Context: an optimization exercise on an open-source flow, tuned for small area. The choices shown serve that exercise and are no tape-out recipe.
RTL that was checked went through simulation tests only; none was proved equivalent to the original.
No activity file was given, so power comes from the tool's default toggle rates.

==> inputs of v33 <==
==> flow/design.v (excerpt) <==
module wlan_interleaver_top(
    input wire clk,
    input wire reset,
    input wire il_in,
    output wire il_out,
    input wire dil_in,
    output wire dil_out
    );
Settings: LEC_CHECK=0, ABC_AREA=1, CAP_MARGIN=20, CORE_MARGIN=2, CORE_UTILIZATION=40, CTS_BUF_LIST=sky130_fd_sc_hd__clkbuf_4, SLEW_MARGIN=20; clock period 25.0 ns.
run.sh (not shown) runs the stock make flow with config.mk's settings and CLKGATE_MAP_FILE= SYNTH_SCRIPT=/design/flow/synth_recipe.tcl, a recipe that flattens the netlist after the stock synthesis.
==> v38: changes against v33 <==
--- a/flow/config.mk
+++ b/flow/config.mk
@@ -9,5 +9,4 @@
 export CAP_MARGIN = 20
 export CORE_MARGIN = 2
 export CORE_UTILIZATION = 40
-export CTS_BUF_LIST = sky130_fd_sc_hd__clkbuf_4
 export SLEW_MARGIN = 20
==> v31: changes against v33 <==
--- a/flow/config.mk
+++ b/flow/config.mk
@@ -9,5 +9,7 @@
 export CAP_MARGIN = 20
 export CORE_MARGIN = 2
 export CORE_UTILIZATION = 40
-export CTS_BUF_LIST = sky130_fd_sc_hd__clkbuf_4
+export CTS_BUF_LIST = sky130_fd_sc_hd__clkbuf_16
+export CTS_CLUSTER_DIAMETER = 80
+export CTS_CLUSTER_SIZE = 25
 export SLEW_MARGIN = 20
==> v22: changes against v33 <==
--- a/flow/config.mk
+++ b/flow/config.mk
@@ -10,4 +10,6 @@
 export CORE_MARGIN = 2
 export CORE_UTILIZATION = 40
 export CTS_BUF_LIST = sky130_fd_sc_hd__clkbuf_4
+export CTS_CLUSTER_DIAMETER = 50
+export CTS_CLUSTER_SIZE = 10
 export SLEW_MARGIN = 20
==> results.txt <==
- v38 completed with no timing, DRC or antenna violations. v22 completed with no timing, DRC or antenna violations. v33 passed the timing, DRC and antenna checks. v31 passed the timing, DRC and antenna checks.
- Against v38, the final area of v31 is smaller by about 4%.
- Count of clock-buffer cells in the layout: v31 < v38 < v22 < v33.
- Power, lowest first: v22, v31, v33, v38.
- In sequential power, v31 and v38 hardly differ.
- In v38 the hold slack is higher than in v22, by 0.0074 ns.
- Against v38, the cell count of v22 is higher by 0.30%.
- Routed wire length, lowest first: v31, v22, v38, v33.
- In v33 the global-route usage is higher than in v31, by 0.86 points.
==> figures <==
| metric | v33 | v31 | v22 | v38 |
|---|---|---|---|---|
| LEAKAGE | 0.00277 µW | 0.00261 µW | 0.00255 µW | 0.00273 µW |
| Worst Hold Endpoint | u_dil.s3_1[1]$_DFF_P_ | u_dil.p0[11]$_DFF_P_ | u_il.p8[3]$_DFF_P_ | u_dil.s7_1[1]$_DFF_P_ |
| Sequential Power Share | 0.570 | 0.627 | 0.693 | 0.539 |
| Number of clock buffers in the layout | 69 | 13 | 29 | 26 |
| Final Skew | 0.0164 ns | 0.0148 ns | 0.0436 ns | 0.0146 ns |
| HP Start | u_dil.s3_1[0]$_DFF_P_ | u_dil.p0[10]$_DFF_P_ | u_il.p8[2]$_DFF_P_ | u_dil.s7_1[0]$_DFF_P_ |
| Clk power | 249 µW | 195 µW | 145 µW | 283 µW |
| Fraction of final layout cells sized beyond drive strength 1 | 0.226 | 0.136 | 0.164 | 0.160 |
| Met2 Routed Length | 3690 µm | 3370 µm | 3380 µm | 3450 µm |
| Average routed wire per standard cell | 11.8 µm | 12.3 µm | 12.2 µm | 12.5 µm |
| Power Density | 92.9 nW/µm² | 87.5 nW/µm² | 81.0 nW/µm² | 97.7 nW/µm² |
| Clock network power share | 0.426 | 0.368 | 0.302 | 0.457 |
| H-tree lvl count | 2 | 1 | 1 | 1 |
| Clock tree root buffer cell | sky130_fd_sc_hd__clkbuf_4 | sky130_fd_sc_hd__clkbuf_16 | sky130_fd_sc_hd__clkbuf_4 | sky130_fd_sc_hd__clkbuf_16 |
| Relative max-transition margin | 0.624 | 0.637 | 0.634 | 0.625 |
| Maximum clock rate | 157 MHz | 159 MHz | 157 MHz | 159 MHz |
| Status | complete, no violations | complete, no violations | complete, no violations | complete, no violations |
| Post-layout minimum cycle time | 6.38 ns | 6.28 ns | 6.39 ns | 6.28 ns |
No run of this note included a check of the RTL's function; only the layout flow was run.

---

==> inputs of wip/tundra <==
wlan_interleaver_top again, from the RTL that the note above started with.
export LEC_CHECK = 0
export ABC_AREA = 1
export CAP_MARGIN = 20
export CORE_MARGIN = 2
export CORE_UTILIZATION = 40
export CTS_BUF_LIST = sky130_fd_sc_hd__clkbuf_8
export CTS_CLUSTER_DIAMETER = 60
export CTS_CLUSTER_SIZE = 16
export SLEW_MARGIN = 20
create_clock -name core_clock -period 25.0 [get_ports {clk}]
==> inputs of wip/raven, as changes to wip/tundra <==
--- a/flow/config.mk
+++ b/flow/config.mk
@@ -9,7 +9,7 @@
 export CAP_MARGIN = 20
 export CORE_MARGIN = 2
 export CORE_UTILIZATION = 40
-export CTS_BUF_LIST = sky130_fd_sc_hd__clkbuf_8
+export CTS_BUF_LIST = sky130_fd_sc_hd__clkbuf_16
 export CTS_CLUSTER_DIAMETER = 60
 export CTS_CLUSTER_SIZE = 16
 export SLEW_MARGIN = 20
==> flow_summary.toml <==
[run_status]
status = "complete, no violations"

[timing]
final.min_clock_period_ps = 6300
fin_worst_skew_ps = 30.8

[final_layout]
clockNetworkAreaShare = 0.0430
seq_area_frac = 0.697

[cts]
cts-root-buf = "clkbuf_8"

[global_routing]
grt_pass1_vias = 2883
grt.met3_usage = 0.0291
[end of results for wip/tundra]
==> flow_summary.toml <==
[final_layout]
clockNetworkAreaShare = 0.0728
seq_area_frac = 0.675

[timing]
rsz0062_at_grt = "false"
final.min_clock_period_ps = 6270
fin_worst_skew_ps = 25.6

[detailed_routing]
wl_met1_um = 4070

[logic_synthesis]
synth_compound_gate_area_share = 0.0622

[worst_hold_path]
hp-class = "flip-flop to flip-flop"

[run_status]
status = "complete, no violations"

[cts]
cts-root-buf = "clkbuf_16"
[end of results for wip/raven]
No functional check of the RTL was part of any run of this note.

---

==> inputs of try-cedar <==
wlan_interleaver_top, a different RTL version from the one above (not shown whole).
clock: 25.0 ns
lec_check: 0
abc_area: 1
cap_margin: 20
core_margin: 2
core_utilization: 60
cts_buf_list: sky130_fd_sc_hd__clkbuf_4
cts_cluster_diameter: 50
cts_cluster_size: 10
slew_margin: 20
standard.sh (not shown) runs the stock make flow with config.mk's settings and CLKGATE_MAP_FILE= SYNTH_SCRIPT=/design/flow/synth_recipe.tcl, a recipe that flattens the netlist after the stock synthesis.
==> flow/flow/run.sh <==
#!/bin/bash
# Own layout flow: the standard layout (standard.sh), run with a copy of
# the ORFS scripts in which only the ABC area script differs (pure area
# mapping, no buffering or gate upsizing for ABC's picosecond-read clock
# period); port buffers are the smallest buffer, and CTS uses clkbuf_4 and
# no dummy loads. Each step's full output goes to a log file here.
set -euo pipefail
W=$(pwd)
rm -rf "$W/own_scripts"
cp -r "$FLOW_HOME/scripts" "$W/own_scripts"
cp "$W/flow/abc_area.script" "$W/own_scripts/abc_area.script"
ARGS=(
  "SCRIPTS_DIR=$W/own_scripts"
  "BUFFER_PORTS_ARGS=-buffer_cell sky130_fd_sc_hd__buf_1"
  "CTS_ARGS=-sink_clustering_enable -repair_clock_nets -sink_clustering_size 12 -sink_clustering_max_diameter 40 -buf_list sky130_fd_sc_hd__clkbuf_4 -dont_use_dummy_load -distance_between_buffers 200"
)
bash standard.sh "${ARGS[@]}" synth > "$W/log_synth.txt" 2>&1
bash standard.sh "${ARGS[@]}" finish > "$W/log_layout.txt" 2>&1
test -f "$W/out/final.def"
==> flow/flow/abc_area.script <==
strash
ifraig
scorr
dc2
strash
dch -f
amap
topo
==> try-xenon: changes against try-cedar <==
--- a/flow/flow/run.sh
+++ b/flow/flow/run.sh
@@ -13,5 +13,5 @@
   "SCRIPTS_DIR=$W/own_scripts"
   "BUFFER_PORTS_ARGS=-buffer_cell sky130_fd_sc_hd__buf_1"
-  "CTS_ARGS=-sink_clustering_enable -repair_clock_nets -sink_clustering_size 12 -sink_clustering_max_diameter 40 -buf_list sky130_fd_sc_hd__clkbuf_4 -dont_use_dummy_load -distance_between_buffers 200"
+  "CTS_ARGS=-sink_clustering_enable -repair_clock_nets -sink_clustering_size 22 -sink_clustering_max_diameter 50 -buf_list sky130_fd_sc_hd__clkbuf_8 -dont_use_dummy_load"
 )
 bash standard.sh "${ARGS[@]}" synth > "$W/log_synth.txt" 2>&1
==> flow/flow/abc_area.script (replaced) <==
strash
dch -f
if -K 4 -a
strash
dch -f
amap
topo
==> notes <==
Between try-xenon and try-cedar, the lower cell count is in try-cedar (gap about 1.4%, measured against try-cedar).
Sequential power is about the same in try-cedar and try-xenon.
Between try-cedar and try-xenon, the lower clock skew is in try-cedar (gap 0.010 ns).
Flip-flop and latch count is the same in try-cedar and try-xenon.
Against try-xenon, the sequential share of layout area of try-cedar is higher by 1.4 points.
Against try-xenon, the clock power of try-cedar is lower by about 7%.
Between try-cedar and try-xenon, the lower utilization is in try-cedar (gap 0.48 points).
Against try-cedar, the hold slack of try-xenon is lower by 0.0060 ns.
==> figures <==
quantity	try-cedar	try-xenon
Global-route wire length before repair	10600 um	10400 um
Number of fill cells	637	645
Slew HR	0.633	0.442
Post-synthesis sequential area ratio	0.838	0.829
Buffer type at the clock tree root	sky130_fd_sc_hd__clkbuf_4	sky130_fd_sc_hd__clkbuf_8
Placer's final routability congestion estimate	0.833	0.889
Share of cell area taken by multi-input logic gates	0.132	0.137
Maximum clock frequency	0.161 GHz	0.164 GHz
Status	complete, no violations	complete, no violations
Share of synthesized cell area in full adder, half adder and majority cells	0.0126	0.0125
Sequential cell fraction of total power	0.722	0.707
Number of instances in the placed design	472	486
Origin of the critical flop-to-flop path	B[0]	e[1]
Average wire per standard cell	12.8 um	12.3 um
Net load switching power	0.0900 mW	0.0878 mW
Top cell type's share of synthesized area	0.768	0.759
Portion of the clock cycle consumed by the worst path in the final layout	0.249	0.244

---

==> inputs of 05-28 <==
wlan_interleaver_top again, from the RTL that the note above started with.
==> flow/config.mk <==
export PLATFORM = sky130hd
export DESIGN_NAME = wlan_interleaver_top
export DESIGN_NICKNAME = wlan_interleaver_top
export VERILOG_FILES = /design/flow/design.v
export SDC_FILE = /design/flow/constraint.sdc
export NUM_CORES = 4
export LEC_CHECK = 0
export ABC_AREA = 1
export CAP_MARGIN = 20
export CORE_MARGIN = 2
export CORE_UTILIZATION = 60
export CTS_BUF_LIST = sky130_fd_sc_hd__clkbuf_4
export CTS_CLUSTER_DIAMETER = 50
export CTS_CLUSTER_SIZE = 10
export SLEW_MARGIN = 20
==> flow/constraint.sdc <==
create_clock -name core_clock -period 25.0 [get_ports {clk}]
set_input_delay 5.0000 -clock core_clock [delete_from_list [all_inputs] [get_ports {clk}]]
set_output_delay 5.0000 -clock core_clock [all_outputs]
set_load 0.01 [all_outputs]
==> flow/flow/run.sh <==
#!/bin/bash
# Own layout flow: the standard layout (standard.sh), run with a copy of
# the ORFS scripts in which only the ABC area script differs (pure area
# mapping, no buffering or gate upsizing for ABC's picosecond-read clock
# period); port buffers are the smallest buffer, and CTS uses clkbuf_4 and
# no dummy loads. Each step's full output goes to a log file here.
set -euo pipefail
W=$(pwd)
rm -rf "$W/own_scripts"
cp -r "$FLOW_HOME/scripts" "$W/own_scripts"
cp "$W/flow/abc_area.script" "$W/own_scripts/abc_area.script"
ARGS=(
  "SCRIPTS_DIR=$W/own_scripts"
  "BUFFER_PORTS_ARGS=-buffer_cell sky130_fd_sc_hd__buf_1"
  "CTS_ARGS=-sink_clustering_enable -repair_clock_nets -sink_clustering_size 12 -sink_clustering_max_diameter 40 -buf_list sky130_fd_sc_hd__clkbuf_4 -dont_use_dummy_load -root_buf sky130_fd_sc_hd__clkbuf_8 -tree_buf sky130_fd_sc_hd__clkbuf_8"
)
bash standard.sh "${ARGS[@]}" synth > "$W/log_synth.txt" 2>&1
bash standard.sh "${ARGS[@]}" finish > "$W/log_layout.txt" 2>&1
test -f "$W/out/final.def"
==> flow/flow/abc_area.script <==
strash
ifraig
scorr
dc2
strash
dch -f
amap
topo
==> inputs of 02-21, as changes to 05-28 <==
--- a/flow/flow/run.sh
+++ b/flow/flow/run.sh
@@ -13,5 +13,5 @@
   "SCRIPTS_DIR=$W/own_scripts"
   "BUFFER_PORTS_ARGS=-buffer_cell sky130_fd_sc_hd__buf_1"
-  "CTS_ARGS=-sink_clustering_enable -repair_clock_nets -sink_clustering_size 12 -sink_clustering_max_diameter 40 -buf_list sky130_fd_sc_hd__clkbuf_4 -dont_use_dummy_load -root_buf sky130_fd_sc_hd__clkbuf_8 -tree_buf sky130_fd_sc_hd__clkbuf_8"
+  "CTS_ARGS=-sink_clustering_enable -repair_clock_nets -sink_clustering_size 10 -sink_clustering_max_diameter 50 -buf_list sky130_fd_sc_hd__clkbuf_4 -dont_use_dummy_load"
 )
 bash standard.sh "${ARGS[@]}" synth > "$W/log_synth.txt" 2>&1
CORE_UTILIZATION = 40   (was 60)
==> inputs of 06-11, as changes to 05-28 <==
--- a/flow/flow/run.sh
+++ b/flow/flow/run.sh
@@ -13,5 +13,5 @@
   "SCRIPTS_DIR=$W/own_scripts"
   "BUFFER_PORTS_ARGS=-buffer_cell sky130_fd_sc_hd__buf_1"
-  "CTS_ARGS=-sink_clustering_enable -repair_clock_nets -sink_clustering_size 12 -sink_clustering_max_diameter 40 -buf_list sky130_fd_sc_hd__clkbuf_4 -dont_use_dummy_load -root_buf sky130_fd_sc_hd__clkbuf_8 -tree_buf sky130_fd_sc_hd__clkbuf_8"
+  "CTS_ARGS=-sink_clustering_enable -repair_clock_nets -sink_clustering_size 12 -sink_clustering_max_diameter 40 -buf_list sky130_fd_sc_hd__clkbuf_4 -dont_use_dummy_load"
 )
 bash standard.sh "${ARGS[@]}" synth > "$W/log_synth.txt" 2>&1
==> metrics.md <==
| Metric | Value |
|---|---|
| Status | finished clean |
| Die height | roughly 95 um |
| Internal power | around 0.38 mW |
| Met3 wire len | 263 um |
| Clk Latency, worst-skew pair | about 480 ps |
| DP Cell Count | 472 |
| Switching Fraction | 19.4% |
| NonClk Buf Share | less than 1% |
| Final #Nets | 399 |
| Area grow syn2layout | 6.59% |
| Required time of the worst setup path | between 20000 and 30000 ps |
| Worst setup margin | 18710 ps |
The numbers above come from 05-28.

==> metrics.md <==
| Metric | Value |
|---|---|
| Final #Nets | around 400 |
| Switching Fraction | about a fifth |
| Worst setup EP type | flip-flop |
| Status | finished clean |
| NonClk Buf Share | less than 1% |
| Most frequent cell after synthesis | dfxtp_1 |
| Clk Latency, worst-skew pair | around 580 ps |
| Met3 wire len | approximately 280 um |
| Register share of total power | between 70% and 80% |
| Internal power | between 0.3 and 0.4 mW |
| Area grow syn2layout | 8.31% |
| DP Cell Count | between 500 and 600 |
| Number of max-cap violations | 0 |
| Cell mode on critical path | nor2_1 |
The numbers above come from 02-21.

==> metrics.md <==
| Metric | Value |
|---|---|
| Met3 wire len | 226 um |
| Die height | 94.9 um |
| NonClk Buf Share | less than 1% |
| Switching Fraction | between 10% and 20% |
| Status | finished clean |
| DP Cell Count | ~470 |
| Cell mode on critical path | nor2_1 |
| Worst setup margin | approximately 19000 ps |
| Area grow syn2layout | 6.21% |
| Final #Nets | 399 |
| Required time of the worst setup path | around 25000 ps |
| Internal power | 0.371 mW |
| Clk Latency, worst-skew pair | about 560 ps |
| Top Layer Used | met4 |
The numbers above come from 06-11.


---

==> 12-16 <==
==> flow/design.v <==
module ktoi(Ncbps,k,i);
	input wire [6:0]Ncbps;  
	input wire [6:0]k;
	output reg [7:0]i;
	always@(*)
	begin
		if (Ncbps == 7'd48)
		begin
			i = (4'd3)*(k%(5'd16)) + (k >> 4);
		end
		else if (Ncbps == 7'd96)
		begin
			i = (4'd6)*(k%(5'd16)) + (k >> 4);
		end
		else  
			i = 8'b0;
	end
endmodule
module itok(Ncbps,i,k);
	input wire [6:0]Ncbps;  
	input wire [6:0]i;
	output reg [6:0]k;  
	always@(*)
	begin
		if (Ncbps == 7'd48)
		begin
			k = (i<<4) - 47*((i<<4)/48);
		end
		else if (Ncbps == 7'd96)
		begin
			k = (i<<4) - 95*((i<<4)/96);
		end
		else  
			k = 8'b0;
	end
endmodule
module interleaver(
    input wire clk,
    input wire [11:0] c,
    input wire in,
    output reg out
    );
	reg [18:0] p0;
	always @(posedge clk) p0 <= {p0[17:0], in};
	reg [7:0] s1_1;
	reg [7:0] s1_2;
	wire s1_o1 = s1_1[7];
	wire s1_o2 = s1_2[7];
	wire s1_i1 = c[0] ? p0[18] : s1_o1;
	wire s1_i2 = c[1] ? p0[18] : s1_o2;
	wire s1_y = c[0] ? s1_o1 : c[1] ? s1_o2 : p0[18];
	always @(posedge clk) s1_1 <= {s1_1[6:0], s1_i1};
	always @(posedge clk) s1_2 <= {s1_2[6:0], s1_i2};
	reg [3:0] s2_1;
	reg [3:0] s2_2;
	wire s2_o1 = s2_1[3];
	wire s2_o2 = s2_2[3];
	wire s2_i1 = c[2] ? s1_y : s2_o1;
	wire s2_i2 = c[3] ? s1_y : s2_o2;
	wire s2_y = c[2] ? s2_o1 : c[3] ? s2_o2 : s1_y;
	always @(posedge clk) s2_1 <= {s2_1[2:0], s2_i1};
	always @(posedge clk) s2_2 <= {s2_2[2:0], s2_i2};
	reg [1:0] s3_1;
	reg [1:0] s3_2;
	wire s3_o1 = s3_1[1];
	wire s3_o2 = s3_2[1];
	wire s3_i1 = c[4] ? s2_y : s3_o1;
	wire s3_i2 = c[5] ? s2_y : s3_o2;
	wire s3_y = c[4] ? s3_o1 : c[5] ? s3_o2 : s2_y;
	always @(posedge clk) s3_1 <= {s3_1[0:0], s3_i1};
	always @(posedge clk) s3_2 <= {s3_2[0:0], s3_i2};
	reg [0:0] s4_1;
	reg [0:0] s4_2;
	wire s4_o1 = s4_1[0];
	wire s4_o2 = s4_2[0];
	wire s4_i1 = c[6] ? s3_y : s4_o1;
	wire s4_i2 = c[7] ? s3_y : s4_o2;
	wire s4_y = c[6] ? s4_o1 : c[7] ? s4_o2 : s3_y;
	always @(posedge clk) s4_1 <= s4_i1;
	always @(posedge clk) s4_2 <= s4_i2;
	reg [1:0] p5;
	always @(posedge clk) p5 <= {p5[0:0], s4_y};
	reg [23:0] s6_1;
	wire s6_o1 = s6_1[23];
	wire s6_i1 = c[8] ? s6_o1 : p5[1];
	wire s6_y = c[8] ? p5[1] : s6_o1;
	always @(posedge clk) s6_1 <= {s6_1[22:0], s6_i1};
	reg [11:0] s7_1;
	wire s7_o1 = s7_1[11];
	wire s7_i1 = c[9] ? s7_o1 : s6_y;
	wire s7_y = c[9] ? s6_y : s7_o1;
	always @(posedge clk) s7_1 <= {s7_1[10:0], s7_i1};
	reg [5:0] s8_1;
	wire s8_o1 = s8_1[5];
	wire s8_i1 = c[10] ? s8_o1 : s7_y;
	wire s8_y = c[10] ? s7_y : s8_o1;
	always @(posedge clk) s8_1 <= {s8_1[4:0], s8_i1};
	reg [2:0] s9_1;
	wire s9_o1 = s9_1[2];
	wire s9_i1 = c[11] ? s9_o1 : s8_y;
	wire s9_y = c[11] ? s8_y : s9_o1;
	always @(posedge clk) s9_1 <= {s9_1[1:0], s9_i1};
	always @(posedge clk) out <= s9_y;
endmodule
module deinterleaver(
    input wire clk,
    input wire [11:0] c,
    input wire in,
    output reg out
    );
	reg [5:0] p0;
	always @(posedge clk) p0 <= {p0[4:0], in};
	reg [2:0] s1_1;
	wire s1_o1 = s1_1[2];
	wire s1_i1 = c[0] ? s1_o1 : p0[5];
	wire s1_y = c[0] ? p0[5] : s1_o1;
	always @(posedge clk) s1_1 <= {s1_1[1:0], s1_i1};
	reg [5:0] s2_1;
	wire s2_o1 = s2_1[5];
	wire s2_i1 = c[1] ? s2_o1 : s1_y;
	wire s2_y = c[1] ? s1_y : s2_o1;
	always @(posedge clk) s2_1 <= {s2_1[4:0], s2_i1};
	reg [11:0] s3_1;
	wire s3_o1 = s3_1[11];
	wire s3_i1 = c[2] ? s3_o1 : s2_y;
	wire s3_y = c[2] ? s2_y : s3_o1;
	always @(posedge clk) s3_1 <= {s3_1[10:0], s3_i1};
	reg [23:0] s4_1;
	wire s4_o1 = s4_1[23];
	wire s4_i1 = c[3] ? s4_o1 : s3_y;
	wire s4_y = c[3] ? s3_y : s4_o1;
	always @(posedge clk) s4_1 <= {s4_1[22:0], s4_i1};
	reg [1:0] p5;
	always @(posedge clk) p5 <= {p5[0:0], s4_y};
	reg [0:0] s6_1;
	reg [0:0] s6_2;
	wire s6_o1 = s6_1[0];
	wire s6_o2 = s6_2[0];
	wire s6_i1 = c[4] ? p5[1] : s6_o1;
	wire s6_i2 = c[5] ? p5[1] : s6_o2;
	wire s6_y = c[4] ? s6_o1 : c[5] ? s6_o2 : p5[1];
	always @(posedge clk) s6_1 <= s6_i1;
	always @(posedge clk) s6_2 <= s6_i2;
	reg [1:0] s7_1;
	reg [1:0] s7_2;
	wire s7_o1 = s7_1[1];
	wire s7_o2 = s7_2[1];
	wire s7_i1 = c[6] ? s6_y : s7_o1;
	wire s7_i2 = c[7] ? s6_y : s7_o2;
	wire s7_y = c[6] ? s7_o1 : c[7] ? s7_o2 : s6_y;
	always @(posedge clk) s7_1 <= {s7_1[0:0], s7_i1};
	always @(posedge clk) s7_2 <= {s7_2[0:0], s7_i2};
	reg [3:0] s8_1;
	reg [3:0] s8_2;
	wire s8_o1 = s8_1[3];
	wire s8_o2 = s8_2[3];
	wire s8_i1 = c[8] ? s7_y : s8_o1;
	wire s8_i2 = c[9] ? s7_y : s8_o2;
	wire s8_y = c[8] ? s8_o1 : c[9] ? s8_o2 : s7_y;
	always @(posedge clk) s8_1 <= {s8_1[2:0], s8_i1};
	always @(posedge clk) s8_2 <= {s8_2[2:0], s8_i2};
	reg [7:0] s9_1;
	reg [7:0] s9_2;
	wire s9_o1 = s9_1[7];
	wire s9_o2 = s9_2[7];
	wire s9_i1 = c[10] ? s8_y : s9_o1;
	wire s9_i2 = c[11] ? s8_y : s9_o2;
	wire s9_y = c[10] ? s9_o1 : c[11] ? s9_o2 : s8_y;
	always @(posedge clk) s9_1 <= {s9_1[6:0], s9_i1};
	always @(posedge clk) s9_2 <= {s9_2[6:0], s9_i2};
	reg [12:0] p10;
	always @(posedge clk) p10 <= {p10[11:0], s9_y};
	always @(posedge clk) out <= p10[12];
endmodule
module wlan_interleaver_top(
    input wire clk,
    input wire reset,
    input wire il_in,
    output wire il_out,
    input wire dil_in,
    output wire dil_out
    );
	reg [4:0] B;
	reg [1:0] e;
	always @(posedge clk or negedge reset)
	begin
		if (!reset)
		begin
			B <= 5'd7;
			e <= 2'd1;
		end
		else if (e == 2'd3)
		begin
			B <= B ^ {&B[3:0], &B[2:0], &B[1:0], B[0], 1'b1};
			e <= 2'd1;
		end
		else if (e == 2'd1)
			e <= 2'd2;
		else
			e <= 2'd3;
	end
	reg sig_dl, sig_il;
	always @(posedge clk or negedge reset)
	begin
		if (!reset)
		begin
			sig_dl <= 1'b1;
			sig_il <= 1'b1;
		end
		else
		begin
			if (B[3] && B[4])
				sig_dl <= 1'b0;
			if (!sig_dl && B[0] && B[2] && !B[3] && B[4])
				sig_il <= 1'b0;
		end
	end
	wire [23:0] cy;
	wlan_ctl u_ctl (.B(B), .e(e), .sig_il(sig_il), .sig_dl(sig_dl), .y(cy));
	wire il_a1 = cy[0];
	wire il_b1 = cy[1];
	wire il_a2 = cy[2];
	wire il_b2 = cy[3];
	wire il_a3 = cy[4];
	wire il_b3 = cy[5];
	wire il_a4 = cy[6];
	wire il_b4 = cy[7];
	wire il_g6 = cy[8];
	wire il_g7 = cy[9];
	wire il_g8 = cy[10];
	wire il_g9 = cy[11];
	wire dl_g1 = cy[12];
	wire dl_g2 = cy[13];
	wire dl_g3 = cy[14];
	wire dl_g4 = cy[15];
	wire dl_a6 = cy[16];
	wire dl_b6 = cy[17];
	wire dl_a7 = cy[18];
	wire dl_b7 = cy[19];
	wire dl_a8 = cy[20];
	wire dl_b8 = cy[21];
	wire dl_a9 = cy[22];
	wire dl_b9 = cy[23];
	interleaver u_il (
		.clk(clk),
		.c({il_g9, il_g8, il_g7, il_g6, il_b4, il_a4, il_b3, il_a3, il_b2, il_a2, il_b1, il_a1}),
		.in(il_in),
		.out(il_out)
	);
	deinterleaver u_dil (
		.clk(clk),
		.c({dl_b9, dl_a9, dl_b8, dl_a8, dl_b7, dl_a7, dl_b6, dl_a6, dl_g4, dl_g3, dl_g2, dl_g1}),
		.in(dil_in),
		.out(dil_out)
	);
endmodule
module wlan_ctl(B, e, sig_il, sig_dl, y);
  input [4:0] B;
  wire [4:0] B;
  input [1:0] e;
  wire [1:0] e;
  input sig_il;
  wire sig_il;
  input sig_dl;
  wire sig_dl;
  output [23:0] y;
  wire [23:0] y;
  wire dl_a6;
  wire dl_a7;
  wire dl_a8;
  wire dl_a9;
  wire dl_b6;
  wire dl_b7;
  wire dl_b8;
  wire dl_b9;
  wire dl_g1;
  wire dl_g2;
  wire dl_g3;
  wire dl_g4;
  wire il_a1;
  wire il_a2;
  wire il_a3;
  wire il_a4;
  wire il_b1;
  wire il_b2;
  wire il_b3;
  wire il_b4;
  wire il_g6;
  wire il_g7;
  wire il_g8;
  wire il_g9;
  wire n0;
  wire n1;
  wire n10;
  wire n11;
  wire n12;
  wire n13;
  wire n14;
  wire n15;
  wire n16;
  wire n17;
  wire n18;
  wire n19;
  wire n2;
  wire n20;
  wire n3;
  wire n4;
  wire n5;
  wire n6;
  wire n7;
  wire n8;
  wire n9;
  assign n8 = ~B[1];
  assign n7 = B[0] & e[1];
  assign n6 = n8 & ~(n7);
  assign n5 = B[2] & ~(n6);
  assign n4 = ~B[0];
  assign n3 = e[0] & e[1];
  assign n2 = n4 & ~(n3);
  assign n1 = B[1] & ~(n2);
  assign dl_b8 = ~(n5 | n1);
  assign n0 = B[1] ? n2 : n7;
  assign n20 = ~B[2];
  assign dl_a8 = n20 ? n1 : n0;
  assign dl_b7 = n6 | n2;
  assign dl_a7 = n7 ? n8 : n1;
  assign dl_b6 = ~(n7 | n3);
  assign n19 = e[1] & ~(e[0]);
  assign dl_a6 = n4 ? n3 : n19;
  assign n18 = B[3] | sig_dl;
  assign dl_g4 = B[4] & ~(n18);
  assign dl_g3 = B[2] & ~(n18);
  assign n17 = ~n1;
  assign n16 = ~((n17 & n20) | B[3]);
  assign dl_b9 = ~(n16 | n5);
  assign n15 = sig_dl | ~(B[1]);
  assign dl_g2 = B[2] & ~(n15);
  assign dl_g1 = B[0] & ~(n15);
  assign n14 = sig_il | B[1];
  assign il_g9 = n4 & ~(n14);
  assign il_g8 = n20 & ~(n14);
  assign n13 = sig_il | ~(B[3]);
  assign il_g7 = n20 & ~(n13);
  assign il_g6 = B[4] & ~(n13);
  assign n12 = ~e[1];
  assign il_b4 = B[0] ? n12 : n19;
  assign il_a4 = ~dl_b6;
  assign il_b3 = n2 ? B[1] : n6;
  assign il_a3 = ~dl_b7;
  assign il_b2 = B[2] ? n6 : n0;
  assign il_a2 = ~dl_b8;
  assign n11 = n1 | B[3];
  assign n10 = n20 ? n1 : n6;
  assign n9 = ~(n10 & B[3]);
  assign il_b1 = ~((n11 | B[2]) & n9);
  assign il_a1 = ~dl_b9;
  assign dl_a9 = B[3] ? n5 : n10;
  assign y = { dl_b9, dl_a9, dl_b8, dl_a8, dl_b7, dl_a7, dl_b6, dl_a6, dl_g4, dl_g3, dl_g2, dl_g1, il_g9, il_g8, il_g7, il_g6, il_b4, il_a4, il_b3, il_a3, il_b2, il_a2, il_b1, il_a1 };
endmodule
==> flow/flow/run.sh <==
#!/bin/bash
# Own layout flow: the standard layout (standard.sh), run with a copy of
# the ORFS scripts in which only the ABC area script differs (pure area
# mapping, no buffering or gate upsizing for ABC's picosecond-read clock
# period); port buffers are the smallest buffer, and CTS uses clkbuf_4 and
# no dummy loads. Each step's full output goes to a log file here.
set -euo pipefail
W=$(pwd)
rm -rf "$W/own_scripts"
cp -r "$FLOW_HOME/scripts" "$W/own_scripts"
cp "$W/flow/abc_area.script" "$W/own_scripts/abc_area.script"
ARGS=(
  "SCRIPTS_DIR=$W/own_scripts"
  "BUFFER_PORTS_ARGS=-buffer_cell sky130_fd_sc_hd__buf_1"
  "CTS_ARGS=-sink_clustering_enable -repair_clock_nets -sink_clustering_size 11 -sink_clustering_max_diameter 40 -buf_list sky130_fd_sc_hd__clkbuf_4 -dont_use_dummy_load"
)
bash standard.sh "${ARGS[@]}" synth > "$W/log_synth.txt" 2>&1
bash standard.sh "${ARGS[@]}" finish > "$W/log_layout.txt" 2>&1
test -f "$W/out/final.def"
==> flow/flow/abc_area.script <==
strash
ifraig
scorr
dc2
strash
dch -f
amap
topo
==> flow/standard.sh <==
#!/bin/bash
# synth_recipe.tcl (not shown) runs the flow's synth.tcl, then flattens the netlist and writes it again
# the make line also repeats each setting of config.mk as NAME=value (left out here)
make -C /OpenROAD-flow-scripts/flow DESIGN_CONFIG=/design/flow/config.mk WORK_HOME=/design/flow/orfs CLKGATE_MAP_FILE= SYNTH_SCRIPT=/design/flow/synth_recipe.tcl "${@:-finish}"
==> flow/config.mk <==
export PLATFORM = sky130hd
export DESIGN_NAME = wlan_interleaver_top
export DESIGN_NICKNAME = wlan_interleaver_top
export VERILOG_FILES = /design/flow/design.v
export SDC_FILE = /design/flow/constraint.sdc
export NUM_CORES = 4
export LEC_CHECK = 0
export ABC_AREA = 1
export CAP_MARGIN = 20
export CORE_MARGIN = 2
export CORE_UTILIZATION = 60
export CTS_BUF_LIST = sky130_fd_sc_hd__clkbuf_4
export CTS_CLUSTER_DIAMETER = 50
export CTS_CLUSTER_SIZE = 10
export SLEW_MARGIN = 20
==> flow/constraint.sdc <==
create_clock -name core_clock -period 25.0 [get_ports {clk}]
set_input_delay 5.0000 -clock core_clock [delete_from_list [all_inputs] [get_ports {clk}]]
set_output_delay 5.0000 -clock core_clock [all_outputs]
set_load 0.01 [all_outputs]
==> 08-14 (differences from 12-16) <==
--- a/flow/flow/run.sh
+++ b/flow/flow/run.sh
@@ -12,7 +12,7 @@
 ARGS=(
   "SCRIPTS_DIR=$W/own_scripts"
   "BUFFER_PORTS_ARGS=-buffer_cell sky130_fd_sc_hd__buf_1"
-  "CTS_ARGS=-sink_clustering_enable -repair_clock_nets -sink_clustering_size 11 -sink_clustering_max_diameter 40 -buf_list sky130_fd_sc_hd__clkbuf_4 -dont_use_dummy_load"
+  "CTS_ARGS=-sink_clustering_enable -repair_clock_nets -sink_clustering_size 12 -sink_clustering_max_diameter 40 -buf_list sky130_fd_sc_hd__clkbuf_4 -dont_use_dummy_load"
 )
 bash standard.sh "${ARGS[@]}" synth > "$W/log_synth.txt" 2>&1
 bash standard.sh "${ARGS[@]}" finish > "$W/log_layout.txt" 2>&1
--- a/flow/config.mk
+++ b/flow/config.mk
@@ -8,7 +8,7 @@
 export ABC_AREA = 1
 export CAP_MARGIN = 20
 export CORE_MARGIN = 2
-export CORE_UTILIZATION = 60
+export CORE_UTILIZATION = 50
 export CTS_BUF_LIST = sky130_fd_sc_hd__clkbuf_4
 export CTS_CLUSTER_DIAMETER = 50
 export CTS_CLUSTER_SIZE = 10
==> 12-17 (differences from 12-16) <==
--- a/flow/flow/run.sh
+++ b/flow/flow/run.sh
@@ -12,7 +12,7 @@
 ARGS=(
   "SCRIPTS_DIR=$W/own_scripts"
   "BUFFER_PORTS_ARGS=-buffer_cell sky130_fd_sc_hd__buf_1"
-  "CTS_ARGS=-sink_clustering_enable -repair_clock_nets -sink_clustering_size 11 -sink_clustering_max_diameter 40 -buf_list sky130_fd_sc_hd__clkbuf_4 -dont_use_dummy_load"
+  "CTS_ARGS=-sink_clustering_enable -repair_clock_nets -sink_clustering_size 12 -sink_clustering_max_diameter 40 -buf_list sky130_fd_sc_hd__clkbuf_4 -dont_use_dummy_load"
 )
 bash standard.sh "${ARGS[@]}" synth > "$W/log_synth.txt" 2>&1
 bash standard.sh "${ARGS[@]}" finish > "$W/log_layout.txt" 2>&1
--- a/flow/config.mk
+++ b/flow/config.mk
@@ -8,7 +8,7 @@
 export ABC_AREA = 1
 export CAP_MARGIN = 20
 export CORE_MARGIN = 2
-export CORE_UTILIZATION = 60
+export CORE_UTILIZATION = 55
 export CTS_BUF_LIST = sky130_fd_sc_hd__clkbuf_4
 export CTS_CLUSTER_DIAMETER = 50
 export CTS_CLUSTER_SIZE = 10
==> qor summary <==
| quantity | 12-16 | 12-17 | 08-14 |
|---|---|---|---|
| Area of the core region | 7770 sq um | 8640 sq um | 9330 sq um |
| Worst Setup Slack post-DPL | 19,560 ps | 19,580 ps | 19,570 ps |
| Areal power density over the cells | 89.9 nW/um^2 | 89.6 nW/um^2 | 89.2 nW/um^2 |
| Worst vdd rail ir drop | 0.0529 mV | 0.0623 mV | 0.0462 mV |
| DP Cell Count | 445 | 451 | 472 |
| Layout clock buffers | 22 | 21 | 21 |
| Arrival time at the worst endpoint | 1040 ps | 1010 ps | 1020 ps |
| Share of total power in the clock network | 0.274 | 0.271 | 0.271 |
| Hold Path End | u_dil.s8_2[1] | u_dil.p5[1] | u_dil.s8_2[1] |
| Result of the run | complete, no violations | complete, no violations | complete, no violations |
| Sum of met2 wire segment lengths after detailed routing | 2350 um | 2140 um | 2280 um |
| DR iter-0 viols | 47 | 78 | 72 |
| Global routing usage on met3 | 0.0377 | 0.0372 | 0.0383 |
| Final cell count without fillers | 467 | 472 | 493 |
| Most heavily used metal layer in global routing | met2 | met1 | met2 |
| Number of nets in the final layout | 373 | 372 | 372 |
| Worst clock skew | 47.0 ps | 24.7 ps | 29.3 ps |
| Number of cells on the worst reg-to-reg path | 13 | 13 | 14 |
| Headroom to the max-slew limit | 0.691 | 0.661 | 0.641 |
| Global-route met2 utilization | 0.208 | 0.169 | 0.178 |
| Final period utilization | 0.242 | 0.240 | 0.241 |
| WL/cell | 12.0 um | 11.8 um | 11.5 um |
| Fraction of power consumed by sequential logic | 0.722 | 0.725 | 0.725 |
| X dimension of the die | 93.8 um | 97.7 um | 102 um |
| Post-route cell area | 5140 sq um | 5140 sq um | 5170 sq um |
| Routed Wire Length | 5620 um | 5580 um | 5680 um |

-- what the ideal ports hide --
No port has a modelled driver above. Below, the same layouts with a new extraction and two added sets of constraints. Step 1: set_driving_cell puts a clkbuf_16 on clk and a buf_2 on each other input, an assumption about the parent block. Step 2 moves the port delays by t, midway between the first and last clock arrival at a register: inputs arrive t later, outputs are due t later. That takes back most of the time a late clock gives input paths. Slacks: ideal ports / drivers / drivers and shift; pairs: ideal ports / drivers.
run | shift t [ns] | setup WS [ns] | pins driven straight from the clock port
v33 | 0.587 | 18.621 / 18.588 / 18.462 | 1
v38 | 0.500 | 18.719 / 18.683 / 18.457 | 1
v31 | 0.493 | 18.716 / 18.675 / 18.471 | 1
v22 | 0.604 | 18.612 / 18.578 / 18.490 | 1
wip/tundra | 0.499 | 18.704 / 18.673 / 18.477 | 1
wip/raven | 0.489 | 18.728 / 18.692 / 18.468 | 1
try-cedar | 0.575 | 18.785 / 18.798 / 18.223 | 1
try-xenon | 0.483 | 18.911 / 18.922 / 18.440 | 1
05-28 | 0.498 | 18.708 / 18.721 / 18.223 | 1
02-21 | 0.588 | 18.867 / 18.885 / 18.297 | 1
06-11 | 0.575 | 18.785 / 18.798 / 18.223 | 1
12-16 | 0.574 | 18.956 / 18.928 / 19.501 | 1
08-14 | 0.575 | 18.976 / 18.946 / 19.521 | 1
12-17 | 0.569 | 18.992 / 18.964 / 19.532 | 1
After both steps every run listed still meets setup and hold. The setup slack of 02-21, which loses most, moves by +0.018 ns with the drivers and by -0.570 ns with both steps.
